From an optimization exercise on the open Yosys and OpenROAD flow, aimed at small area and a short achievable clock period; shortcuts taken in it are not production practice.
No run shown here included a check of the RTL's function; only the layout flow was run.
Power figures rest on the tool's default switching activity, not on a simulated workload.

$ cat flow/config.mk
export PLATFORM = sky130hd
export DESIGN_NAME = arbiter_rr
export DESIGN_NICKNAME = arbiter_rr
export VERILOG_FILES = /design/flow/design.v
export SDC_FILE = /design/flow/constraint.sdc
export NUM_CORES = 4
export LEC_CHECK = 0
export CAP_MARGIN = 20
export CORE_MARGIN = 2
export CORE_UTILIZATION = 40
export SETUP_SLACK_MARGIN = 0.3
export SLEW_MARGIN = 20
export SYNTH_HIERARCHICAL = 1
export SYNTH_MINIMUM_KEEP_SIZE = 0
$ cat flow/constraint.sdc
create_clock -name core_clock -period 6.5 [get_ports {clk}]
set_input_delay 1.3000 -clock core_clock [delete_from_list [all_inputs] [get_ports {clk}]]
set_output_delay 1.3000 -clock core_clock [all_outputs]
set_load 0.01 [all_outputs]
$ cat flow/design.v
module arb_a21o (input a1, a2, b1, output y);
    assign y = a1 & a2 | b1;
endmodule
module arb_a221oi (input a1, a2, b1, b2, c1, output y);
    assign y = ~(a1 & a2 | b1 & b2 | c1);
endmodule
module arb_a222oi (input a1, a2, b1, b2, c1, c2, output y);
    assign y = ~(a1 & a2 | b1 & b2 | c1 & c2);
endmodule
module arb_a22oi (input a1, a2, b1, b2, output y);
    assign y = ~(a1 & a2 | b1 & b2);
endmodule
module arb_a31oi (input a1, a2, a3, b1, output y);
    assign y = ~(a1 & a2 & a3 | b1);
endmodule
module arb_a32o (input a1, a2, a3, b1, b2, output y);
    assign y = a1 & a2 & a3 | b1 & b2;
endmodule
module arb_and2 (input a, b, output y);
    assign y = a & b;
endmodule
module arb_and3 (input a, b, c, output y);
    assign y = a & b & c;
endmodule
module arb_inv (input a, output y);
    assign y = ~a;
endmodule
module arb_nand2 (input a, b, output y);
    assign y = ~(a & b);
endmodule
module arb_nand4 (input a, b, c, d, output y);
    assign y = ~(a & b & c & d);
endmodule
module arb_nor2 (input a, b, output y);
    assign y = ~(a | b);
endmodule
module arb_nor2b (input a, bn, output y);
    assign y = ~a & bn;
endmodule
module arb_nor3 (input a, b, c, output y);
    assign y = ~(a | b | c);
endmodule
module arb_nor3b (input a, b, cn, output y);
    assign y = ~a & ~b & cn;
endmodule
module arb_nor4 (input a, b, c, d, output y);
    assign y = ~(a | b | c | d);
endmodule
module arb_nor4b (input a, b, c, dn, output y);
    assign y = ~a & ~b & ~c & dn;
endmodule
module arb_o21a (input a1, a2, b1, output y);
    assign y = (a1 | a2) & b1;
endmodule
module arb_or2 (input a, b, output y);
    assign y = a | b;
endmodule
module arb_or3 (input a, b, c, output y);
    assign y = a | b | c;
endmodule
module arb_or4 (input a, b, c, d, output y);
    assign y = a | b | c | d;
endmodule
module arbiter_rr #(
    parameter WIDTH = 64
)(
    input               clk,
    input               rst,
    input   [WIDTH-1:0] req,
    output  [WIDTH-1:0] grant
);
    reg  [5:0] k;
    wire [5:0] kn;
    wire a0;
    wire a1;
    wire a2;
    wire a3;
    wire a4;
    wire a5;
    wire a6;
    wire a7;
    wire ag1;
    wire ag2;
    wire ag3;
    wire ag4;
    wire ag5;
    wire ag6;
    wire ag7;
    wire anyg;
    wire cw1;
    wire cw1_a;
    wire cw1_b;
    wire cw2;
    wire cw2_a;
    wire cw2_b;
    wire cw3;
    wire cw3_a;
    wire cw3_b;
    wire cw4;
    wire cw4_a;
    wire cw4_b;
    wire cw5;
    wire cw5_a;
    wire cw5_b;
    wire cw6;
    wire cw6_a;
    wire cw6_b;
    wire cw7;
    wire cw7_a;
    wire cw7_b;
    wire eq0;
    wire eq1;
    wire eq2;
    wire eq3;
    wire eq4;
    wire eq5;
    wire eq6;
    wire eq7;
    wire g14;
    wire g57;
    wire h14;
    wire hap;
    wire le1;
    wire le2;
    wire le3;
    wire le5;
    wire le6;
    wire le7;
    wire na03;
    wire na47;
    wire nar;
    wire nkr0;
    wire nkr1;
    wire nkr2;
    wire nrw1;
    wire nrw2;
    wire nrw3;
    wire nrw4;
    wire nrw5;
    wire nrw6;
    wire nrw7;
    wire ntl1;
    wire ntl2;
    wire ntl3;
    wire ntl5;
    wire ntl6;
    wire ntl7;
    wire nz0;
    wire nz1;
    wire nz2;
    wire nz3;
    wire nz4;
    wire nz5;
    wire nz6;
    wire nz7;
    wire pa2;
    wire pa3;
    wire pa4;
    wire pa5;
    wire pa6;
    wire pa7;
    wire pg2;
    wire pg3;
    wire pg4;
    wire pg5;
    wire pg6;
    wire pg7;
    wire px1_1;
    wire px1_2;
    wire px1_3;
    wire px2_1;
    wire px2_2;
    wire px2_3;
    wire px3_1;
    wire px3_2;
    wire px3_3;
    wire px4_1;
    wire px4_2;
    wire px4_3;
    wire px5_1;
    wire px5_2;
    wire px5_3;
    wire px6_1;
    wire px6_2;
    wire px6_3;
    wire px7_1;
    wire px7_2;
    wire px7_3;
    wire r0_n47;
    wire r0_nl1;
    wire r0_nl2;
    wire r0_nl3;
    wire r0_nl4;
    wire r0_nl5;
    wire r0_nl6;
    wire r0_nl7;
    wire r0_o4;
    wire r1_n47;
    wire r1_nl1;
    wire r1_nl2;
    wire r1_nl3;
    wire r1_nl4;
    wire r1_nl5;
    wire r1_nl6;
    wire r1_nl7;
    wire r1_o4;
    wire r2_n47;
    wire r2_nl1;
    wire r2_nl2;
    wire r2_nl3;
    wire r2_nl4;
    wire r2_nl5;
    wire r2_nl6;
    wire r2_nl7;
    wire r2_o4;
    wire r3_n47;
    wire r3_nl1;
    wire r3_nl2;
    wire r3_nl3;
    wire r3_nl4;
    wire r3_nl5;
    wire r3_nl6;
    wire r3_nl7;
    wire r3_o4;
    wire r4_n47;
    wire r4_nl1;
    wire r4_nl2;
    wire r4_nl3;
    wire r4_nl4;
    wire r4_nl5;
    wire r4_nl6;
    wire r4_nl7;
    wire r4_o4;
    wire r5_n47;
    wire r5_nl1;
    wire r5_nl2;
    wire r5_nl3;
    wire r5_nl4;
    wire r5_nl5;
    wire r5_nl6;
    wire r5_nl7;
    wire r5_o4;
    wire r6_n47;
    wire r6_nl1;
    wire r6_nl2;
    wire r6_nl3;
    wire r6_nl4;
    wire r6_nl5;
    wire r6_nl6;
    wire r6_nl7;
    wire r6_o4;
    wire r7_n47;
    wire r7_nl1;
    wire r7_nl2;
    wire r7_nl3;
    wire r7_nl4;
    wire r7_nl5;
    wire r7_nl6;
    wire r7_nl7;
    wire r7_o4;
    wire rh1;
    wire rh2;
    wire rh3;
    wire rh4;
    wire rh5;
    wire rh6;
    wire rh7;
    wire sp2;
    wire sp3;
    wire sp4;
    wire sp5;
    wire sp6;
    wire sp7;
    wire wc0;
    wire wc1;
    wire wc2;
    wire wr0;
    wire wr1;
    wire wr2;
    arb_inv u1 (.a(k[3]), .y(nkr0));
    arb_inv u2 (.a(k[4]), .y(nkr1));
    arb_inv u3 (.a(k[5]), .y(nkr2));
    arb_nor3 u4 (.a(k[5]), .b(k[4]), .c(k[3]), .y(eq0));
    arb_nor3 u5 (.a(k[5]), .b(k[4]), .c(nkr0), .y(eq1));
    arb_nor3 u6 (.a(k[5]), .b(nkr1), .c(k[3]), .y(eq2));
    arb_nor3 u7 (.a(k[5]), .b(nkr1), .c(nkr0), .y(eq3));
    arb_nor3 u8 (.a(nkr2), .b(k[4]), .c(k[3]), .y(eq4));
    arb_nor3 u9 (.a(nkr2), .b(k[4]), .c(nkr0), .y(eq5));
    arb_nor3 u10 (.a(nkr2), .b(nkr1), .c(k[3]), .y(eq6));
    arb_nor3 u11 (.a(nkr2), .b(nkr1), .c(nkr0), .y(eq7));
    arb_or3 u12 (.a(k[5]), .b(k[4]), .c(k[3]), .y(le1));
    arb_or2 u13 (.a(k[5]), .b(k[4]), .y(le2));
    arb_a21o u14 (.a1(k[4]), .a2(k[3]), .b1(k[5]), .y(le3));
    arb_o21a u15 (.a1(k[4]), .a2(k[3]), .b1(k[5]), .y(le5));
    arb_and2 u16 (.a(k[5]), .b(k[4]), .y(le6));
    arb_and3 u17 (.a(k[5]), .b(k[4]), .c(k[3]), .y(le7));
    arb_or3 u18 (.a(k[2]), .b(k[1]), .c(k[0]), .y(ntl1));
    arb_or2 u19 (.a(k[2]), .b(k[1]), .y(ntl2));
    arb_a21o u20 (.a1(k[1]), .a2(k[0]), .b1(k[2]), .y(ntl3));
    arb_o21a u21 (.a1(k[1]), .a2(k[0]), .b1(k[2]), .y(ntl5));
    arb_and2 u22 (.a(k[2]), .b(k[1]), .y(ntl6));
    arb_and3 u23 (.a(k[2]), .b(k[1]), .c(k[0]), .y(ntl7));
    arb_inv u24 (.a(req[0]), .y(r0_nl1));
    arb_nor2 u25 (.a(req[0]), .b(req[1]), .y(r0_nl2));
    arb_nor3 u26 (.a(req[0]), .b(req[1]), .c(req[2]), .y(r0_nl3));
    arb_nor4 u27 (.a(req[0]), .b(req[1]), .c(req[2]), .d(req[3]), .y(r0_nl4));
    arb_inv u28 (.a(r0_nl4), .y(r0_o4));
    arb_nor2 u29 (.a(r0_o4), .b(req[4]), .y(r0_nl5));
    arb_nor3 u30 (.a(r0_o4), .b(req[4]), .c(req[5]), .y(r0_nl6));
    arb_nor4 u31 (.a(r0_o4), .b(req[4]), .c(req[5]), .d(req[6]), .y(r0_nl7));
    arb_nor4 u32 (.a(req[4]), .b(req[5]), .c(req[6]), .d(req[7]), .y(r0_n47));
    arb_nand2 u33 (.a(r0_nl4), .b(r0_n47), .y(a0));
    arb_inv u34 (.a(req[8]), .y(r1_nl1));
    arb_nor2 u35 (.a(req[8]), .b(req[9]), .y(r1_nl2));
    arb_nor3 u36 (.a(req[8]), .b(req[9]), .c(req[10]), .y(r1_nl3));
    arb_nor4 u37 (.a(req[8]), .b(req[9]), .c(req[10]), .d(req[11]), .y(r1_nl4));
    arb_inv u38 (.a(r1_nl4), .y(r1_o4));
    arb_nor2 u39 (.a(r1_o4), .b(req[12]), .y(r1_nl5));
    arb_nor3 u40 (.a(r1_o4), .b(req[12]), .c(req[13]), .y(r1_nl6));
    arb_nor4 u41 (.a(r1_o4), .b(req[12]), .c(req[13]), .d(req[14]), .y(r1_nl7));
    arb_nor4 u42 (.a(req[12]), .b(req[13]), .c(req[14]), .d(req[15]), .y(r1_n47));
    arb_nand2 u43 (.a(r1_nl4), .b(r1_n47), .y(a1));
    arb_inv u44 (.a(req[16]), .y(r2_nl1));
    arb_nor2 u45 (.a(req[16]), .b(req[17]), .y(r2_nl2));
    arb_nor3 u46 (.a(req[16]), .b(req[17]), .c(req[18]), .y(r2_nl3));
    arb_nor4 u47 (.a(req[16]), .b(req[17]), .c(req[18]), .d(req[19]), .y(r2_nl4));
    arb_inv u48 (.a(r2_nl4), .y(r2_o4));
    arb_nor2 u49 (.a(r2_o4), .b(req[20]), .y(r2_nl5));
    arb_nor3 u50 (.a(r2_o4), .b(req[20]), .c(req[21]), .y(r2_nl6));
    arb_nor4 u51 (.a(r2_o4), .b(req[20]), .c(req[21]), .d(req[22]), .y(r2_nl7));
    arb_nor4 u52 (.a(req[20]), .b(req[21]), .c(req[22]), .d(req[23]), .y(r2_n47));
    arb_nand2 u53 (.a(r2_nl4), .b(r2_n47), .y(a2));
    arb_inv u54 (.a(req[24]), .y(r3_nl1));
    arb_nor2 u55 (.a(req[24]), .b(req[25]), .y(r3_nl2));
    arb_nor3 u56 (.a(req[24]), .b(req[25]), .c(req[26]), .y(r3_nl3));
    arb_nor4 u57 (.a(req[24]), .b(req[25]), .c(req[26]), .d(req[27]), .y(r3_nl4));
    arb_inv u58 (.a(r3_nl4), .y(r3_o4));
    arb_nor2 u59 (.a(r3_o4), .b(req[28]), .y(r3_nl5));
    arb_nor3 u60 (.a(r3_o4), .b(req[28]), .c(req[29]), .y(r3_nl6));
    arb_nor4 u61 (.a(r3_o4), .b(req[28]), .c(req[29]), .d(req[30]), .y(r3_nl7));
    arb_nor4 u62 (.a(req[28]), .b(req[29]), .c(req[30]), .d(req[31]), .y(r3_n47));
    arb_nand2 u63 (.a(r3_nl4), .b(r3_n47), .y(a3));
    arb_inv u64 (.a(req[32]), .y(r4_nl1));
    arb_nor2 u65 (.a(req[32]), .b(req[33]), .y(r4_nl2));
    arb_nor3 u66 (.a(req[32]), .b(req[33]), .c(req[34]), .y(r4_nl3));
    arb_nor4 u67 (.a(req[32]), .b(req[33]), .c(req[34]), .d(req[35]), .y(r4_nl4));
    arb_inv u68 (.a(r4_nl4), .y(r4_o4));
    arb_nor2 u69 (.a(r4_o4), .b(req[36]), .y(r4_nl5));
    arb_nor3 u70 (.a(r4_o4), .b(req[36]), .c(req[37]), .y(r4_nl6));
    arb_nor4 u71 (.a(r4_o4), .b(req[36]), .c(req[37]), .d(req[38]), .y(r4_nl7));
    arb_nor4 u72 (.a(req[36]), .b(req[37]), .c(req[38]), .d(req[39]), .y(r4_n47));
    arb_nand2 u73 (.a(r4_nl4), .b(r4_n47), .y(a4));
    arb_inv u74 (.a(req[40]), .y(r5_nl1));
    arb_nor2 u75 (.a(req[40]), .b(req[41]), .y(r5_nl2));
    arb_nor3 u76 (.a(req[40]), .b(req[41]), .c(req[42]), .y(r5_nl3));
    arb_nor4 u77 (.a(req[40]), .b(req[41]), .c(req[42]), .d(req[43]), .y(r5_nl4));
    arb_inv u78 (.a(r5_nl4), .y(r5_o4));
    arb_nor2 u79 (.a(r5_o4), .b(req[44]), .y(r5_nl5));
    arb_nor3 u80 (.a(r5_o4), .b(req[44]), .c(req[45]), .y(r5_nl6));
    arb_nor4 u81 (.a(r5_o4), .b(req[44]), .c(req[45]), .d(req[46]), .y(r5_nl7));
    arb_nor4 u82 (.a(req[44]), .b(req[45]), .c(req[46]), .d(req[47]), .y(r5_n47));
    arb_nand2 u83 (.a(r5_nl4), .b(r5_n47), .y(a5));
    arb_inv u84 (.a(req[48]), .y(r6_nl1));
    arb_nor2 u85 (.a(req[48]), .b(req[49]), .y(r6_nl2));
    arb_nor3 u86 (.a(req[48]), .b(req[49]), .c(req[50]), .y(r6_nl3));
    arb_nor4 u87 (.a(req[48]), .b(req[49]), .c(req[50]), .d(req[51]), .y(r6_nl4));
    arb_inv u88 (.a(r6_nl4), .y(r6_o4));
    arb_nor2 u89 (.a(r6_o4), .b(req[52]), .y(r6_nl5));
    arb_nor3 u90 (.a(r6_o4), .b(req[52]), .c(req[53]), .y(r6_nl6));
    arb_nor4 u91 (.a(r6_o4), .b(req[52]), .c(req[53]), .d(req[54]), .y(r6_nl7));
    arb_nor4 u92 (.a(req[52]), .b(req[53]), .c(req[54]), .d(req[55]), .y(r6_n47));
    arb_nand2 u93 (.a(r6_nl4), .b(r6_n47), .y(a6));
    arb_inv u94 (.a(req[56]), .y(r7_nl1));
    arb_nor2 u95 (.a(req[56]), .b(req[57]), .y(r7_nl2));
    arb_nor3 u96 (.a(req[56]), .b(req[57]), .c(req[58]), .y(r7_nl3));
    arb_nor4 u97 (.a(req[56]), .b(req[57]), .c(req[58]), .d(req[59]), .y(r7_nl4));
    arb_inv u98 (.a(r7_nl4), .y(r7_o4));
    arb_nor2 u99 (.a(r7_o4), .b(req[60]), .y(r7_nl5));
    arb_nor3 u100 (.a(r7_o4), .b(req[60]), .c(req[61]), .y(r7_nl6));
    arb_nor4 u101 (.a(r7_o4), .b(req[60]), .c(req[61]), .d(req[62]), .y(r7_nl7));
    arb_nor4 u102 (.a(req[60]), .b(req[61]), .c(req[62]), .d(req[63]), .y(r7_n47));
    arb_nand2 u103 (.a(r7_nl4), .b(r7_n47), .y(a7));
    arb_a222oi u104 (.a1(eq0), .a2(req[1]), .b1(eq1), .b2(req[9]), .c1(eq2), .c2(req[17]), .y(px1_1));
    arb_a222oi u105 (.a1(eq3), .a2(req[25]), .b1(eq4), .b2(req[33]), .c1(eq5), .c2(req[41]), .y(px1_2));
    arb_a22oi u106 (.a1(eq6), .a2(req[49]), .b1(eq7), .b2(req[57]), .y(px1_3));
    arb_a31oi u107 (.a1(px1_1), .a2(px1_2), .a3(px1_3), .b1(ntl1), .y(rh1));
    arb_a222oi u108 (.a1(eq0), .a2(req[2]), .b1(eq1), .b2(req[10]), .c1(eq2), .c2(req[18]), .y(px2_1));
    arb_a222oi u109 (.a1(eq3), .a2(req[26]), .b1(eq4), .b2(req[34]), .c1(eq5), .c2(req[42]), .y(px2_2));
    arb_a22oi u110 (.a1(eq6), .a2(req[50]), .b1(eq7), .b2(req[58]), .y(px2_3));
    arb_a31oi u111 (.a1(px2_1), .a2(px2_2), .a3(px2_3), .b1(ntl2), .y(rh2));
    arb_a222oi u112 (.a1(eq0), .a2(req[3]), .b1(eq1), .b2(req[11]), .c1(eq2), .c2(req[19]), .y(px3_1));
    arb_a222oi u113 (.a1(eq3), .a2(req[27]), .b1(eq4), .b2(req[35]), .c1(eq5), .c2(req[43]), .y(px3_2));
    arb_a22oi u114 (.a1(eq6), .a2(req[51]), .b1(eq7), .b2(req[59]), .y(px3_3));
    arb_a31oi u115 (.a1(px3_1), .a2(px3_2), .a3(px3_3), .b1(ntl3), .y(rh3));
    arb_a222oi u116 (.a1(eq0), .a2(req[4]), .b1(eq1), .b2(req[12]), .c1(eq2), .c2(req[20]), .y(px4_1));
    arb_a222oi u117 (.a1(eq3), .a2(req[28]), .b1(eq4), .b2(req[36]), .c1(eq5), .c2(req[44]), .y(px4_2));
    arb_a22oi u118 (.a1(eq6), .a2(req[52]), .b1(eq7), .b2(req[60]), .y(px4_3));
    arb_a31oi u119 (.a1(px4_1), .a2(px4_2), .a3(px4_3), .b1(k[2]), .y(rh4));
    arb_a222oi u120 (.a1(eq0), .a2(req[5]), .b1(eq1), .b2(req[13]), .c1(eq2), .c2(req[21]), .y(px5_1));
    arb_a222oi u121 (.a1(eq3), .a2(req[29]), .b1(eq4), .b2(req[37]), .c1(eq5), .c2(req[45]), .y(px5_2));
    arb_a22oi u122 (.a1(eq6), .a2(req[53]), .b1(eq7), .b2(req[61]), .y(px5_3));
    arb_a31oi u123 (.a1(px5_1), .a2(px5_2), .a3(px5_3), .b1(ntl5), .y(rh5));
    arb_a222oi u124 (.a1(eq0), .a2(req[6]), .b1(eq1), .b2(req[14]), .c1(eq2), .c2(req[22]), .y(px6_1));
    arb_a222oi u125 (.a1(eq3), .a2(req[30]), .b1(eq4), .b2(req[38]), .c1(eq5), .c2(req[46]), .y(px6_2));
    arb_a22oi u126 (.a1(eq6), .a2(req[54]), .b1(eq7), .b2(req[62]), .y(px6_3));
    arb_a31oi u127 (.a1(px6_1), .a2(px6_2), .a3(px6_3), .b1(ntl6), .y(rh6));
    arb_a222oi u128 (.a1(eq0), .a2(req[7]), .b1(eq1), .b2(req[15]), .c1(eq2), .c2(req[23]), .y(px7_1));
    arb_a222oi u129 (.a1(eq3), .a2(req[31]), .b1(eq4), .b2(req[39]), .c1(eq5), .c2(req[47]), .y(px7_2));
    arb_a22oi u130 (.a1(eq6), .a2(req[55]), .b1(eq7), .b2(req[63]), .y(px7_3));
    arb_a31oi u131 (.a1(px7_1), .a2(px7_2), .a3(px7_3), .b1(ntl7), .y(rh7));
    arb_nor2b u132 (.a(rh1), .bn(rh2), .y(sp2));
    arb_nor3b u133 (.a(rh1), .b(rh2), .cn(rh3), .y(sp3));
    arb_nor4b u134 (.a(rh1), .b(rh2), .c(rh3), .dn(rh4), .y(sp4));
    arb_or4 u135 (.a(rh1), .b(rh2), .c(rh3), .d(rh4), .y(h14));
    arb_nor2b u136 (.a(h14), .bn(rh5), .y(sp5));
    arb_nor3b u137 (.a(h14), .b(rh5), .cn(rh6), .y(sp6));
    arb_nor4b u138 (.a(h14), .b(rh5), .c(rh6), .dn(rh7), .y(sp7));
    arb_or4 u139 (.a(h14), .b(rh5), .c(rh6), .d(rh7), .y(hap));
    arb_nor2b u140 (.a(le1), .bn(a1), .y(ag1));
    arb_nor2b u141 (.a(le2), .bn(a2), .y(ag2));
    arb_nor2b u142 (.a(le3), .bn(a3), .y(ag3));
    arb_nor2b u143 (.a(k[5]), .bn(a4), .y(ag4));
    arb_nor2b u144 (.a(le5), .bn(a5), .y(ag5));
    arb_nor2b u145 (.a(le6), .bn(a6), .y(ag6));
    arb_nor2b u146 (.a(le7), .bn(a7), .y(ag7));
    arb_or2 u147 (.a(hap), .b(ag1), .y(pg2));
    arb_or3 u148 (.a(hap), .b(ag1), .c(ag2), .y(pg3));
    arb_or4 u149 (.a(hap), .b(ag1), .c(ag2), .d(ag3), .y(pg4));
    arb_or4 u150 (.a(ag1), .b(ag2), .c(ag3), .d(ag4), .y(g14));
    arb_or2 u151 (.a(hap), .b(g14), .y(pg5));
    arb_or3 u152 (.a(hap), .b(g14), .c(ag5), .y(pg6));
    arb_or4 u153 (.a(hap), .b(g14), .c(ag5), .d(ag6), .y(pg7));
    arb_or3 u154 (.a(ag5), .b(ag6), .c(ag7), .y(g57));
    arb_or2 u155 (.a(g14), .b(g57), .y(anyg));
    arb_or2 u156 (.a(a0), .b(a1), .y(pa2));
    arb_or3 u157 (.a(a0), .b(a1), .c(a2), .y(pa3));
    arb_or4 u158 (.a(a0), .b(a1), .c(a2), .d(a3), .y(pa4));
    arb_or2 u159 (.a(pa4), .b(a4), .y(pa5));
    arb_or3 u160 (.a(pa4), .b(a4), .c(a5), .y(pa6));
    arb_or4 u161 (.a(pa4), .b(a4), .c(a5), .d(a6), .y(pa7));
    arb_nor2 u162 (.a(hap), .b(anyg), .y(nz0));
    arb_a221oi u163 (.a1(le1), .a2(anyg), .b1(le1), .b2(a0), .c1(hap), .y(nz1));
    arb_a221oi u164 (.a1(le2), .a2(anyg), .b1(le2), .b2(pa2), .c1(pg2), .y(nz2));
    arb_a221oi u165 (.a1(le3), .a2(anyg), .b1(le3), .b2(pa3), .c1(pg3), .y(nz3));
    arb_a221oi u166 (.a1(k[5]), .a2(anyg), .b1(k[5]), .b2(pa4), .c1(pg4), .y(nz4));
    arb_a221oi u167 (.a1(le5), .a2(anyg), .b1(le5), .b2(pa5), .c1(pg5), .y(nz5));
    arb_a221oi u168 (.a1(le6), .a2(anyg), .b1(le6), .b2(pa6), .c1(pg6), .y(nz6));
    arb_a221oi u169 (.a1(le7), .a2(anyg), .b1(le7), .b2(pa7), .c1(pg7), .y(nz7));
    arb_and2 u170 (.a(req[0]), .b(nz0), .y(grant[0]));
    arb_a32o u171 (.a1(req[1]), .a2(r0_nl1), .a3(nz0), .b1(eq0), .b2(rh1), .y(grant[1]));
    arb_a32o u172 (.a1(req[2]), .a2(r0_nl2), .a3(nz0), .b1(eq0), .b2(sp2), .y(grant[2]));
    arb_a32o u173 (.a1(req[3]), .a2(r0_nl3), .a3(nz0), .b1(eq0), .b2(sp3), .y(grant[3]));
    arb_a32o u174 (.a1(req[4]), .a2(r0_nl4), .a3(nz0), .b1(eq0), .b2(sp4), .y(grant[4]));
    arb_a32o u175 (.a1(req[5]), .a2(r0_nl5), .a3(nz0), .b1(eq0), .b2(sp5), .y(grant[5]));
    arb_a32o u176 (.a1(req[6]), .a2(r0_nl6), .a3(nz0), .b1(eq0), .b2(sp6), .y(grant[6]));
    arb_a32o u177 (.a1(req[7]), .a2(r0_nl7), .a3(nz0), .b1(eq0), .b2(sp7), .y(grant[7]));
    arb_and2 u178 (.a(req[8]), .b(nz1), .y(grant[8]));
    arb_a32o u179 (.a1(req[9]), .a2(r1_nl1), .a3(nz1), .b1(eq1), .b2(rh1), .y(grant[9]));
    arb_a32o u180 (.a1(req[10]), .a2(r1_nl2), .a3(nz1), .b1(eq1), .b2(sp2), .y(grant[10]));
    arb_a32o u181 (.a1(req[11]), .a2(r1_nl3), .a3(nz1), .b1(eq1), .b2(sp3), .y(grant[11]));
    arb_a32o u182 (.a1(req[12]), .a2(r1_nl4), .a3(nz1), .b1(eq1), .b2(sp4), .y(grant[12]));
    arb_a32o u183 (.a1(req[13]), .a2(r1_nl5), .a3(nz1), .b1(eq1), .b2(sp5), .y(grant[13]));
    arb_a32o u184 (.a1(req[14]), .a2(r1_nl6), .a3(nz1), .b1(eq1), .b2(sp6), .y(grant[14]));
    arb_a32o u185 (.a1(req[15]), .a2(r1_nl7), .a3(nz1), .b1(eq1), .b2(sp7), .y(grant[15]));
    arb_and2 u186 (.a(req[16]), .b(nz2), .y(grant[16]));
    arb_a32o u187 (.a1(req[17]), .a2(r2_nl1), .a3(nz2), .b1(eq2), .b2(rh1), .y(grant[17]));
    arb_a32o u188 (.a1(req[18]), .a2(r2_nl2), .a3(nz2), .b1(eq2), .b2(sp2), .y(grant[18]));
    arb_a32o u189 (.a1(req[19]), .a2(r2_nl3), .a3(nz2), .b1(eq2), .b2(sp3), .y(grant[19]));
    arb_a32o u190 (.a1(req[20]), .a2(r2_nl4), .a3(nz2), .b1(eq2), .b2(sp4), .y(grant[20]));
    arb_a32o u191 (.a1(req[21]), .a2(r2_nl5), .a3(nz2), .b1(eq2), .b2(sp5), .y(grant[21]));
    arb_a32o u192 (.a1(req[22]), .a2(r2_nl6), .a3(nz2), .b1(eq2), .b2(sp6), .y(grant[22]));
    arb_a32o u193 (.a1(req[23]), .a2(r2_nl7), .a3(nz2), .b1(eq2), .b2(sp7), .y(grant[23]));
    arb_and2 u194 (.a(req[24]), .b(nz3), .y(grant[24]));
    arb_a32o u195 (.a1(req[25]), .a2(r3_nl1), .a3(nz3), .b1(eq3), .b2(rh1), .y(grant[25]));
    arb_a32o u196 (.a1(req[26]), .a2(r3_nl2), .a3(nz3), .b1(eq3), .b2(sp2), .y(grant[26]));
    arb_a32o u197 (.a1(req[27]), .a2(r3_nl3), .a3(nz3), .b1(eq3), .b2(sp3), .y(grant[27]));
    arb_a32o u198 (.a1(req[28]), .a2(r3_nl4), .a3(nz3), .b1(eq3), .b2(sp4), .y(grant[28]));
    arb_a32o u199 (.a1(req[29]), .a2(r3_nl5), .a3(nz3), .b1(eq3), .b2(sp5), .y(grant[29]));
    arb_a32o u200 (.a1(req[30]), .a2(r3_nl6), .a3(nz3), .b1(eq3), .b2(sp6), .y(grant[30]));
    arb_a32o u201 (.a1(req[31]), .a2(r3_nl7), .a3(nz3), .b1(eq3), .b2(sp7), .y(grant[31]));
    arb_and2 u202 (.a(req[32]), .b(nz4), .y(grant[32]));
    arb_a32o u203 (.a1(req[33]), .a2(r4_nl1), .a3(nz4), .b1(eq4), .b2(rh1), .y(grant[33]));
    arb_a32o u204 (.a1(req[34]), .a2(r4_nl2), .a3(nz4), .b1(eq4), .b2(sp2), .y(grant[34]));
    arb_a32o u205 (.a1(req[35]), .a2(r4_nl3), .a3(nz4), .b1(eq4), .b2(sp3), .y(grant[35]));
    arb_a32o u206 (.a1(req[36]), .a2(r4_nl4), .a3(nz4), .b1(eq4), .b2(sp4), .y(grant[36]));
    arb_a32o u207 (.a1(req[37]), .a2(r4_nl5), .a3(nz4), .b1(eq4), .b2(sp5), .y(grant[37]));
    arb_a32o u208 (.a1(req[38]), .a2(r4_nl6), .a3(nz4), .b1(eq4), .b2(sp6), .y(grant[38]));
    arb_a32o u209 (.a1(req[39]), .a2(r4_nl7), .a3(nz4), .b1(eq4), .b2(sp7), .y(grant[39]));
    arb_and2 u210 (.a(req[40]), .b(nz5), .y(grant[40]));
    arb_a32o u211 (.a1(req[41]), .a2(r5_nl1), .a3(nz5), .b1(eq5), .b2(rh1), .y(grant[41]));
    arb_a32o u212 (.a1(req[42]), .a2(r5_nl2), .a3(nz5), .b1(eq5), .b2(sp2), .y(grant[42]));
    arb_a32o u213 (.a1(req[43]), .a2(r5_nl3), .a3(nz5), .b1(eq5), .b2(sp3), .y(grant[43]));
    arb_a32o u214 (.a1(req[44]), .a2(r5_nl4), .a3(nz5), .b1(eq5), .b2(sp4), .y(grant[44]));
    arb_a32o u215 (.a1(req[45]), .a2(r5_nl5), .a3(nz5), .b1(eq5), .b2(sp5), .y(grant[45]));
    arb_a32o u216 (.a1(req[46]), .a2(r5_nl6), .a3(nz5), .b1(eq5), .b2(sp6), .y(grant[46]));
    arb_a32o u217 (.a1(req[47]), .a2(r5_nl7), .a3(nz5), .b1(eq5), .b2(sp7), .y(grant[47]));
    arb_and2 u218 (.a(req[48]), .b(nz6), .y(grant[48]));
    arb_a32o u219 (.a1(req[49]), .a2(r6_nl1), .a3(nz6), .b1(eq6), .b2(rh1), .y(grant[49]));
    arb_a32o u220 (.a1(req[50]), .a2(r6_nl2), .a3(nz6), .b1(eq6), .b2(sp2), .y(grant[50]));
    arb_a32o u221 (.a1(req[51]), .a2(r6_nl3), .a3(nz6), .b1(eq6), .b2(sp3), .y(grant[51]));
    arb_a32o u222 (.a1(req[52]), .a2(r6_nl4), .a3(nz6), .b1(eq6), .b2(sp4), .y(grant[52]));
    arb_a32o u223 (.a1(req[53]), .a2(r6_nl5), .a3(nz6), .b1(eq6), .b2(sp5), .y(grant[53]));
    arb_a32o u224 (.a1(req[54]), .a2(r6_nl6), .a3(nz6), .b1(eq6), .b2(sp6), .y(grant[54]));
    arb_a32o u225 (.a1(req[55]), .a2(r6_nl7), .a3(nz6), .b1(eq6), .b2(sp7), .y(grant[55]));
    arb_and2 u226 (.a(req[56]), .b(nz7), .y(grant[56]));
    arb_a32o u227 (.a1(req[57]), .a2(r7_nl1), .a3(nz7), .b1(eq7), .b2(rh1), .y(grant[57]));
    arb_a32o u228 (.a1(req[58]), .a2(r7_nl2), .a3(nz7), .b1(eq7), .b2(sp2), .y(grant[58]));
    arb_a32o u229 (.a1(req[59]), .a2(r7_nl3), .a3(nz7), .b1(eq7), .b2(sp3), .y(grant[59]));
    arb_a32o u230 (.a1(req[60]), .a2(r7_nl4), .a3(nz7), .b1(eq7), .b2(sp4), .y(grant[60]));
    arb_a32o u231 (.a1(req[61]), .a2(r7_nl5), .a3(nz7), .b1(eq7), .b2(sp5), .y(grant[61]));
    arb_a32o u232 (.a1(req[62]), .a2(r7_nl6), .a3(nz7), .b1(eq7), .b2(sp6), .y(grant[62]));
    arb_a32o u233 (.a1(req[63]), .a2(r7_nl7), .a3(nz7), .b1(eq7), .b2(sp7), .y(grant[63]));
    arb_a22oi u234 (.a1(a1), .a2(nz1), .b1(eq1), .b2(hap), .y(nrw1));
    arb_a22oi u235 (.a1(a2), .a2(nz2), .b1(eq2), .b2(hap), .y(nrw2));
    arb_a22oi u236 (.a1(a3), .a2(nz3), .b1(eq3), .b2(hap), .y(nrw3));
    arb_a22oi u237 (.a1(a4), .a2(nz4), .b1(eq4), .b2(hap), .y(nrw4));
    arb_a22oi u238 (.a1(a5), .a2(nz5), .b1(eq5), .b2(hap), .y(nrw5));
    arb_a22oi u239 (.a1(a6), .a2(nz6), .b1(eq6), .b2(hap), .y(nrw6));
    arb_a22oi u240 (.a1(a7), .a2(nz7), .b1(eq7), .b2(hap), .y(nrw7));
    arb_nand4 u241 (.a(nrw1), .b(nrw3), .c(nrw5), .d(nrw7), .y(wr0));
    arb_nand4 u242 (.a(nrw2), .b(nrw3), .c(nrw6), .d(nrw7), .y(wr1));
    arb_nand4 u243 (.a(nrw4), .b(nrw5), .c(nrw6), .d(nrw7), .y(wr2));
    arb_nor4 u244 (.a(grant[1]), .b(grant[9]), .c(grant[17]), .d(grant[25]), .y(cw1_a));
    arb_nor4 u245 (.a(grant[33]), .b(grant[41]), .c(grant[49]), .d(grant[57]), .y(cw1_b));
    arb_nand2 u246 (.a(cw1_a), .b(cw1_b), .y(cw1));
    arb_nor4 u247 (.a(grant[2]), .b(grant[10]), .c(grant[18]), .d(grant[26]), .y(cw2_a));
    arb_nor4 u248 (.a(grant[34]), .b(grant[42]), .c(grant[50]), .d(grant[58]), .y(cw2_b));
    arb_nand2 u249 (.a(cw2_a), .b(cw2_b), .y(cw2));
    arb_nor4 u250 (.a(grant[3]), .b(grant[11]), .c(grant[19]), .d(grant[27]), .y(cw3_a));
    arb_nor4 u251 (.a(grant[35]), .b(grant[43]), .c(grant[51]), .d(grant[59]), .y(cw3_b));
    arb_nand2 u252 (.a(cw3_a), .b(cw3_b), .y(cw3));
    arb_nor4 u253 (.a(grant[4]), .b(grant[12]), .c(grant[20]), .d(grant[28]), .y(cw4_a));
    arb_nor4 u254 (.a(grant[36]), .b(grant[44]), .c(grant[52]), .d(grant[60]), .y(cw4_b));
    arb_nand2 u255 (.a(cw4_a), .b(cw4_b), .y(cw4));
    arb_nor4 u256 (.a(grant[5]), .b(grant[13]), .c(grant[21]), .d(grant[29]), .y(cw5_a));
    arb_nor4 u257 (.a(grant[37]), .b(grant[45]), .c(grant[53]), .d(grant[61]), .y(cw5_b));
    arb_nand2 u258 (.a(cw5_a), .b(cw5_b), .y(cw5));
    arb_nor4 u259 (.a(grant[6]), .b(grant[14]), .c(grant[22]), .d(grant[30]), .y(cw6_a));
    arb_nor4 u260 (.a(grant[38]), .b(grant[46]), .c(grant[54]), .d(grant[62]), .y(cw6_b));
    arb_nand2 u261 (.a(cw6_a), .b(cw6_b), .y(cw6));
    arb_nor4 u262 (.a(grant[7]), .b(grant[15]), .c(grant[23]), .d(grant[31]), .y(cw7_a));
    arb_nor4 u263 (.a(grant[39]), .b(grant[47]), .c(grant[55]), .d(grant[63]), .y(cw7_b));
    arb_nand2 u264 (.a(cw7_a), .b(cw7_b), .y(cw7));
    arb_or4 u265 (.a(cw1), .b(cw3), .c(cw5), .d(cw7), .y(wc0));
    arb_or4 u266 (.a(cw2), .b(cw3), .c(cw6), .d(cw7), .y(wc1));
    arb_or4 u267 (.a(cw4), .b(cw5), .c(cw6), .d(cw7), .y(wc2));
    arb_nor4 u268 (.a(a0), .b(a1), .c(a2), .d(a3), .y(na03));
    arb_nor4 u269 (.a(a4), .b(a5), .c(a6), .d(a7), .y(na47));
    arb_and2 u270 (.a(na03), .b(na47), .y(nar));
    arb_a21o u271 (.a1(nar), .a2(k[0]), .b1(wc0), .y(kn[0]));
    arb_a21o u272 (.a1(nar), .a2(k[3]), .b1(wr0), .y(kn[3]));
    arb_a21o u273 (.a1(nar), .a2(k[1]), .b1(wc1), .y(kn[1]));
    arb_a21o u274 (.a1(nar), .a2(k[4]), .b1(wr1), .y(kn[4]));
    arb_a21o u275 (.a1(nar), .a2(k[2]), .b1(wc2), .y(kn[2]));
    arb_a21o u276 (.a1(nar), .a2(k[5]), .b1(wr2), .y(kn[5]));
    always @(posedge clk or negedge rst) begin
        if (!rst)
            k <= 6'd63;
        else
            k <= kn;
    end
endmodule
$ cat flow/run.sh
#!/bin/bash
# synth_recipe.tcl (not shown) runs the flow's synth.tcl, then flattens the netlist and writes it again
# the make line also repeats each setting of config.mk as NAME=value (left out here)
make -C /OpenROAD-flow-scripts/flow DESIGN_CONFIG=/design/flow/config.mk WORK_HOME=/design/flow/orfs CLKGATE_MAP_FILE= SYNTH_SCRIPT=/design/flow/synth_recipe.tcl finish
==> qor.yml, run 1 <==
cells_and_area:
  final_layout_size_suffix_gt1_frac: 0.447
  area_delta_synth_final_pct: 86.2
  fin_cells: 594
  fin_nets: 585
  diodes: 0
  ff_latch_area_um2: 158
  multiInputGateArea_um2: 2450
  design_area_um2: 4900
  reg_top3: "k x6"
  fillerInstances: 465
  regMostFlops: "k"
  largest_reg_flops: 6
synth:
  netlist.area_leader.share: 0.213
  ys_seq_area_frac: 0.0599
  syn_area_um2: 2630
  syn_inst: 282
  synth_top_cell_by_area: "a32o_1"
  synth_top_family_by_area: "simple AND/OR/NAND/NOR gates"
  yosys_warnings: 7
  synth_compound_area_frac: 0.418
  ys_ff_latch: 6
  syn_nets: 348
  async_reset_ff_frac: 1.00
  synth-edff-count: 0
  synth_area_per_cell_um2: 9.33
  yosys-mux-area-fraction: 0
  ys_types: 22
  synth_xor_area_frac: 0
  synth_commonest_cells: "a32o_1 (56), nor4_2 (40), nor3_2 (24)"
  ys.flop_type: "dfstp_2"
  synth_adder_area_share: 0
  synthMostInstantiatedCell: "a32o_1"
  synthTopCellsByArea: "a32o_1 (21%), nor4_2 (19%), nor3_2 (9.1%)"
  synth-simple-area-share: 0.495
drt:
  wire_per_inst_um: 22.4
  wirelength_mm: 13.3
  firstDrtPassIters: 8
  first_iter_violations: 437
  dr_total_vias: 3967
  postRouteAntennaNets: 0
  avgViaCountPerCell: 6.68
  drc: 0
cts:
  cts_inserted_buffers: 3
  worst_skew_pair.late_latency_ns: 0.22
  cts_root_buffer: "clkbuf_8"
  cts_hold_buffers: 0
  clock-sinks: 6
  clk_pin_slew_ns: 0.03
  cts_max_level: 1
  cts.path.max_buffers: 2
  cts_tree: "yes"
timing:
  worstMarginPinSlew_ns: 1.00
  fmax_mhz: 160
  finalSetupViolations: 0
  rsz0062_at_grt: "true"
  slew_headroom: 0.327
  period_share: 0.963
  hold_ws_ns: 0.536
  hold_violations: 0
  fin_skew_ns: 0.00292
  finalCriticalPeriod_ns: 6.26
  drv_slew: 0
worst_setup_path:
  cp-end-kind: "primary output"
  r2r_end: "k[1]$_DFF_PN1_"
  arrival_ns: 4.96
  required_ns: 5.20
  crit_fanout: 5
  r2r_cells: 20
  start_kind: "input pin"
  r2r-start: "k[5]$_DFF_PN1_"
  critical_path_class: "input pin to primary output"
  ff2ff_setup_slack_ns: 1.43
hold_path:
  hp-start: "k[0]$_DFF_PN1_"
  hold_end: "k[0]$_DFF_PN1_"
  min_path_cells: 1
  hold_class: "flip-flop to flip-flop"
placement:
  gp_routability_congestion: 0.936
  port_buffers: 129
  dpl.hpwl_mm: 10.1
  dp.cells: 556
  dpl_cell_area_um2: 4530
floorplan:
  coreArea_um2: 6350
  rows: 29
  dieWidth_um: 85.1
  dieArea_um2: 7240
  dieHeight_um: 85.1
  start_util: 0.414
  pin_count: 130
power_and_ir_drop:
  power.share.switching: 0.500
  p_sw_mw: 0.574
  pwr-share-seq: 0.098
  power.density_nw_per_um2: 234
  vdd_drop_max_mv: 0.198
  power.internal_mw: 0.573
  finalPower_mw: 1.15
  p_leak_nw: 2.39
  clkPwrFrac: 0.049
  combPwrFrac: 0.853
grt:
  grt_max_degree: 16
  grt-ovfl-total: 0
  grt_pass1_wl_mm: 19.7
  antenna_found_initial: 0
  grt_pass1_vias: 3899
  grt_use_total: 0.340
status:
  outcome: "no timing/DRC/antenna violations"
job:
  max_cap_viol_count: 0
==> layout make-up <==
| type | count | area share |
|---|---|---|
| Timing Repair Buffer | 232 | 0.425 |
| Clock buffer | 3 | 0.00843 |
| Tap cell | 77 | 0.0197 |
| Multi-Input combinational cell | 257 | 0.500 |
| Sequential cell | 6 | 0.0322 |
| Inverter | 19 | 0.0146 |
==> critical path, cell delays in order <==
cell and delay [ns]:
clkdlybuf4s50_1 0.45, a222oi_1 0.36, a31oi_1 0.21, or4_4 0.48, or4_4 0.54, buf_6 0.16
or3_4 0.37, a221oi_4 0.27, buf_4 0.17, buf_4 0.11, buf_4 0.11, buf_4 0.10
a32o_2 0.20, clkbuf_2 0.14
==> layer usage <==
metal / GRT usage / part of all wire / up-vias
li1: - / - / 1755
met1: 0.402 / 0.36 / 1869
met2: 0.625 / 0.50 / 292
met3: 0.0350 / 0.095 / 51
met4: 0.128 / 0.042 / 0
met5: 0 / 0 / -
==> modules after synthesis (local to each module, per instance), a selection <==
| module | flops+latches | area [um2] |
|---|---|---|
| arb_a21o | 0 | 7.51 |
| arb_a221oi | 0 | 15.0 |
| arb_a222oi | 0 | 10.0 |
| arb_a22oi | 0 | 12.5 |
| arb_a31oi | 0 | 6.26 |
| arb_a32o | 0 | 10.0 |
| arb_and2 | 0 | 6.26 |
| arb_and3 | 0 | 6.26 |
| arb_nand4 | 0 | 6.26 |
| arb_nor2 | 0 | 3.75 |
| arb_nor3 | 0 | 10.0 |
| arb_nor4b | 0 | 15.0 |
| arb_or2 | 0 | 6.26 |
| arb_or3 | 0 | 6.26 |
| arb_or4 | 0 | 7.51 |
| arbiter_rr | 6 | 158 |
==> cells by family after synthesis <==
group                  count (synthesis)
DFF                                    6
and+or+nand+nor                      149
AOI/OAI and AO/OA                    108
buffers and inverters                 19
==> worst max path at each step <==
stage | startpoint | endpoint | slack (ns)
after floorplan | req[1] | grant[57] | 0.47
after global placement | req[2] | grant[37] | 0.008
after detailed placement | req[1] | grant[37] | -0.06
after CTS | req[1] | grant[39] | 0.07
after global routing | req[9] | grant[51] | 0.16
final | req[9] | grant[51] | 0.24
==> timing repair <==
| item | CTS | global route |
|---|---|---|
| resized for setup | 37 | 76 |
| setup buffers | 15 | 16 |
| gates cloned | 2 | 2 |
| pin swaps | 2 | 17 |
| endpoints found under the setup margin | 55 | 57 |
==> stage by stage <==
step	worst slack, ns	setup TNS (ns)	util
2_1_floorplan	0.473	0	-
3_3_place_gp	0.00844	0	0.713
3_5_place_dp	-0.0605	-0.658	0.713
4_1_cts	0.0750	0	0.736
5_1_grt	0.164	0	0.772
6_report	0.238	0	0.772
==> power groups by stage <==
stage | sequential (mW) | combinational [mW] | clock [mW]
3_5_place_dp | 0.111 | 0.885 | 0
5_1_grt | 0.118 | 1.03 | 0.0574
3_3_place_gp | 0.110 | 0.868 | 0
4_1_cts | 0.111 | 0.912 | 0.0563
2_1_floorplan | 0.100 | 0.508 | 0
6_report | 0.113 | 0.979 | 0.0557
==> cell usage in the layout (no fill, tap or decap), drive strengths merged, types with 14 or more instances in the layout <==
cell | netlist | final
buf | 0 | 106
dlymetal6s2s | 0 | 31
nor3 | 24 | 24
a222oi | 14 | 14
clkdlybuf4s50 | 0 | 62
inv | 19 | 19
dlygate4sd2 | 0 | 23
a22oi | 14 | 14
nand2 | 15 | 15
nor2 | 17 | 17
a32o | 56 | 56
nor4 | 40 | 40
==> run 2, diff against run 1 <==
==> flow/flow/run.sh (new file) <==
#!/bin/bash
# The standard layout, with two changes: the port buffers are the smallest
# buffer (buf_1) instead of the default, and after floorplan every logic
# cell is set to its smallest drive strength (flow/downsize.tcl).
set -euo pipefail
here=$(pwd)
export BUFFER_PORTS_ARGS="-buffer_cell sky130_fd_sc_hd__buf_1"
export POST_FLOORPLAN_TCL="$here/flow/downsize.tcl"
bash standard.sh > "$here/flow_standard.log" 2>&1
==> flow/flow/downsize.tcl (new file) <==
# Hook run after floorplan: set every logic cell to its smallest drive
# strength. Synthesis maps each gate on its own and picks stronger cells
# than the loads need; the later repair steps upsize what timing needs.
set db [ord::get_db]
set n 0
foreach inst [[ord::get_db_block] getInsts] {
  set name [[$inst getMaster] getName]
  if {[regexp {^(sky130_fd_sc_hd__[a-z0-9]+)_([0-9]+)$} $name -> base size] && $size > 1} {
    set small [$db findMaster ${base}_1]
    if {$small ne "NULL"} {
      $inst swapMaster $small
      incr n
    }
  }
}
puts "downsize: $n cells set to drive strength 1"
==> flow/standard.sh (new file) <==
#!/bin/bash
# synth_recipe.tcl (not shown) runs the flow's synth.tcl, then flattens the netlist and writes it again
# the make line also repeats each setting of config.mk as NAME=value (left out here)
make -C /OpenROAD-flow-scripts/flow DESIGN_CONFIG=/design/flow/config.mk WORK_HOME=/design/flow/orfs CLKGATE_MAP_FILE= SYNTH_SCRIPT=/design/flow/synth_recipe.tcl "${@:-finish}"
removed: flow/run.sh
==> qor.yml, run 2 <==
worst_setup_path:
  crit_slowest_cell: "or4_4"  # unchanged
  endpoint: "grant[35]"  # was grant[51]
  crit_fanout: 15  # was 5
  start_kind: "input pin"  # unchanged
  r2r_end: "k[2]$_DFF_PN1_"  # was k[1]$_DFF_PN1_
  cp_cell_sequence: "buf_1 > a222oi_1 > a31oi_1 > or4_1 > or4_4 > or4_1 > a221oi_1 > buf_4 > a32o_1 > buf_1"  # was clkdlybuf4s50_1 > a222oi_1 > a31oi_1 > or4_4 > or4_4 > buf_6 > or3_4 > a221oi_4 > buf_4 > buf_4 > buf_4 > buf_4 > a32o_2 > clkbuf_2
  critical_path_class: "input pin to primary output"  # unchanged
  critPathLaunch: "req[2]"  # was req[9]
  ff2ff_setup_slack_ns: 1.70  # was 1.43 ns
  arrival_ns: 4.65  # was 4.96 ns
  max_stage_delay_ns: 0.65  # was 0.54 ns
  cp-end-kind: "primary output"  # unchanged
  r2r_cells: 14  # was 20
  required_ns: 5.20  # about the same
  r2r-start: "k[4]$_DFF_PN1_"  # was k[5]$_DFF_PN1_
cells_and_area:
  final_common_cell: "buf_1"  # was buf_4
  final_layout_size_suffix_gt1_frac: 0.0596  # was 0.447
  final_core_util: 0.448  # was 0.772
  largest_reg_flops: 6  # unchanged
  design_area_um2: 2850  # was 4900 um2
  layout_common_cells: "buf_1 (129), a32o_1 (56), nor4_1 (40)"  # was buf_4 (99), clkdlybuf4s50_1 (62), a32o_1 (50)
  diodes: 0  # unchanged
  area_delta_synth_final_pct: 8.23  # was 86.2%
  reg_top3: "k x6"  # unchanged
  regMostFlops: "k"  # unchanged
  multiInputGateArea_um2: 1830  # was 2450 um2
  fin_nets: 504  # was 585
  fillerInstances: 674  # was 465
  ff_latch_area_um2: 158  # unchanged
synth:
  synth_top_cell_by_area: "a32o_1"  # unchanged
  yosys_warnings: 7  # unchanged
  synthTopCellsByArea: "a32o_1 (21%), nor4_2 (19%), nor3_2 (9.1%)"  # unchanged
  ys_types: 22  # unchanged
  ys_seq_area_frac: 0.0599  # unchanged
  ys_ff_latch: 6  # unchanged
  netlist.area_leader.share: 0.213  # unchanged
  syn_area_um2: 2630  # unchanged
  ys.flop_type: "dfstp_2"  # unchanged
  synth-edff-count: 0  # unchanged
  async_reset_ff_frac: 1.00  # unchanged
  synthMostInstantiatedCell: "a32o_1"  # unchanged
  syn_inst: 282  # unchanged
  synth_area_per_cell_um2: 9.33  # unchanged
  syn_nets: 348  # unchanged
  synth_commonest_cells: "a32o_1 (56), nor4_2 (40), nor3_2 (24)"  # unchanged
cts:
  clock-sinks: 6  # unchanged
  worst_skew_pair.late_latency_ns: 0.22  # about the same
  cts_max_level: 1  # unchanged
  cts_tree: "yes"  # unchanged
  clk_pin_slew_ns: 0.03  # about the same
  cts.path.max_buffers: 2  # unchanged
  cts_inserted_buffers: 3  # unchanged
  cts_root_buffer: "clkbuf_8"  # unchanged
job:
  max_cap_viol_count: 0  # unchanged
placement:
  dpl.hpwl_mm: 8.14  # was 10.1 mm
  gp_routability_congestion: 0.993  # was 0.936
  port_buffers: 129  # unchanged
  dpl_cell_area_um2: 2800  # was 4530 um2
floorplan:
  pin_count: 130  # unchanged
  coreArea_um2: 6350  # unchanged
  start_util: 0.414  # unchanged
  dieArea_um2: 7240  # unchanged
  dieWidth_um: 85.1  # unchanged
  dieHeight_um: 85.1  # unchanged
  rows: 29  # unchanged
drt:
  first_iter_violations: 448  # was 437
  wirelength_mm: 10.2  # was 13.3 mm
  drc: 0  # unchanged
  avgViaCountPerCell: 6.91  # was 6.68
  wl_met3_mm: 1.21  # was 1.27 mm
  postRouteAntennaNets: 0  # unchanged
  wire_per_inst_um: 19.9  # was 22.4 um
  wl_met1_mm: 4.37  # was 4.79 mm
  wl_met2_mm: 4.50  # was 6.68 mm
  maxUsedRoutingLayer: "met4"  # unchanged
  dr_total_vias: 3543  # was 3,967
  firstDrtPassIters: 7  # was 8
timing:
  finalSetupViolations: 0  # unchanged
  period_share: 0.915  # was 0.963
  worstMarginPinSlew_ns: 1.09  # was 1.00 ns
  tns_ns: 0  # unchanged
  fmax_mhz: 168  # was 160 MHz
  rsz0062_at_grt: "false"  # was true
  slew_headroom: 0.272  # was 0.327
  finalCriticalPeriod_ns: 5.95  # was 6.26 ns
  fin_skew_ns: 0.000248  # was 0.00292 ns
  hold_violations: 0  # unchanged
  drv_slew: 0  # unchanged
  hold_ws_ns: 0.599  # was 0.536 ns
grt:
  grt_use_total: 0.256  # was 0.340
  grt_max_degree: 16  # unchanged
  grt_pass1_vias: 2914  # was 3,899
  grt-ovfl-total: 0  # unchanged
  grt_pass1_wl_mm: 15.2  # was 19.7 mm
  antenna_found_initial: 0  # unchanged
hold_path:
  hold_class: "flip-flop to flip-flop"  # unchanged
power_and_ir_drop:
  p_leak_nw: 0.899  # was 2.39 nW
  power.density_nw_per_um2: 301  # was 234 nW/um2
  vdd_drop_max_mv: 0.131  # was 0.198 mV
status:
  outcome: "no timing/DRC/antenna violations"  # unchanged
run 2: cell count changes in the layout (fill, tap and decap cells not counted), sizes merged:
cell           delta
clkdlybuf4s50    -62
clkbuf            -7
buf              +45
dlygate4sd2      -23
clkdlybuf4s15     -3
dlymetal6s2s     -31
run 2: area by class of cell:
| type | count | area share |
|---|---|---|
| sequential | 6 | 0.0554 |
| multi-input combinational | 257 | 0.643 |
| clock buffer | 3 | 0.0145 |
| inverter | 19 | 0.0250 |
| timing repair buffer | 151 | 0.228 |
| tap | 77 | 0.0338 |
run 2: cell families after synthesis:
logic type | share of synthesized area
AND/OR/NAND/NOR | 0.495
AO/OA/AOI/OAI | 0.418
buffers and inverters | 0.0271
flip-flops | 0.0599
run 2: timing repair:
action / CTS / global route
hold buffers: 0 / 0
setup endpoints to repair: 0 / 21
setup buffers: 0 / 0
resized for setup: 0 / 1
run 2: worst min path at each step:
stage / slack, ns / endpoint / depth (start not counted) / startpoint
after CTS: 0.60 / k[0]$_DFF_PN1_ / 1 / k[0]$_DFF_PN1_
final: 0.60 / k[0]$_DFF_PN1_ / 1 / k[0]$_DFF_PN1_
after floorplan: 0.51 / k[0]$_DFF_PN1_ / 1 / k[0]$_DFF_PN1_
after global placement: 0.58 / k[0]$_DFF_PN1_ / 1 / k[0]$_DFF_PN1_
after global routing: 0.61 / k[0]$_DFF_PN1_ / 1 / k[0]$_DFF_PN1_
after detailed placement: 0.59 / k[0]$_DFF_PN1_ / 1 / k[0]$_DFF_PN1_
run 2: Yosys stat by module, one instance, submodules excluded, a selection:
module / area [um2] / flops+latches / cells inside / copies in the design
arb_and3: 6.26 / 0 / 1 / 2
arb_a221oi: 15.0 / 0 / 1 / 7
arb_or2: 6.26 / 0 / 1 / 7
arb_a21o: 7.51 / 0 / 1 / 8
arb_or3: 6.26 / 0 / 1 / 7
arb_a222oi: 10.0 / 0 / 1 / 14
arb_a32o: 10.0 / 0 / 1 / 56
arb_nand2: 3.75 / 0 / 1 / 15
arb_or4: 7.51 / 0 / 1 / 10
arb_nor2: 3.75 / 0 / 1 / 17
arb_a22oi: 12.5 / 0 / 1 / 14
arb_inv: 3.75 / 0 / 1 / 19
run 2: power by group:
| group | switching (mW) | internal [mW] | leakage (nW) | total [mW] |
|---|---|---|---|---|
| Combinational | 0.438 | 0.265 | 0.816 | 0.703 |
| Clock | 0.0137 | 0.0396 | 0.0216 | 0.0532 |
| Sequential | 0.0332 | 0.0665 | 0.0615 | 0.0997 |
run 2: per-layer routing:
| layer | GRT usage | vias to the layer above |
|---|---|---|
| met4 | 0.0462 | 0 |
| met5 | 0 | - |
| met3 | 0.0340 | 18 |
| met1 | 0.382 | 1650 |
| li1 | - | 1594 |
| met2 | 0.396 | 281 |
run 2: per-stage QoR:
| step | power, mW | setup WS, ns | instances |
|---|---|---|---|
| after floorplan | 0.608 | 0.473 | 282 |
| after detailed placement | 0.768 | 0.421 | 510 |
| after global placement | 0.762 | 0.499 | 510 |
| after global routing | 0.905 | 0.389 | 513 |
| final | 0.856 | 0.551 | 513 |
| after CTS | 0.825 | 0.406 | 513 |
run 2: critical path, delay by kind of cell:
family,cells,cell delay [ns]
buffers and inverters,3,0.51
AO/OA/AOI/OAI,4,1.01
AND/OR/NAND/NOR,3,1.81

port drivers added, routing unchanged:
The results above use ideal ports. As a check the final layouts listed here were re-extracted and re-timed, cells and wires unchanged.
Step 1 (the two cells are an assumption about what drives the block):
set clk [get_ports {clk}]
set_driving_cell -lib_cell sky130_fd_sc_hd__clkbuf_16 $clk
set_driving_cell -lib_cell sky130_fd_sc_hd__buf_2 [delete_from_list [all_inputs] $clk]
Step 2 moves the port delays by t, midway between the first and last clock arrival at a register: inputs arrive t later, outputs are due t later. That takes back most of the time a late clock gives input paths.
Slacks: ideal ports / drivers / drivers and shift; pairs: ideal ports / drivers.
run	t, ns	slack for setup (ns)	worst register clock-pin slew, ns
run 1	0.244	0.238 / 0.211 / 0.211	0.04 / 0.04
run 2	0.237	0.551 / 0.525 / 0.525	0.03 / 0.03
After both steps setup and hold are still met in every run listed. For run 1, which loses most, drivers alone change the setup slack by -0.027 ns; drivers and shift together by -0.027 ns.
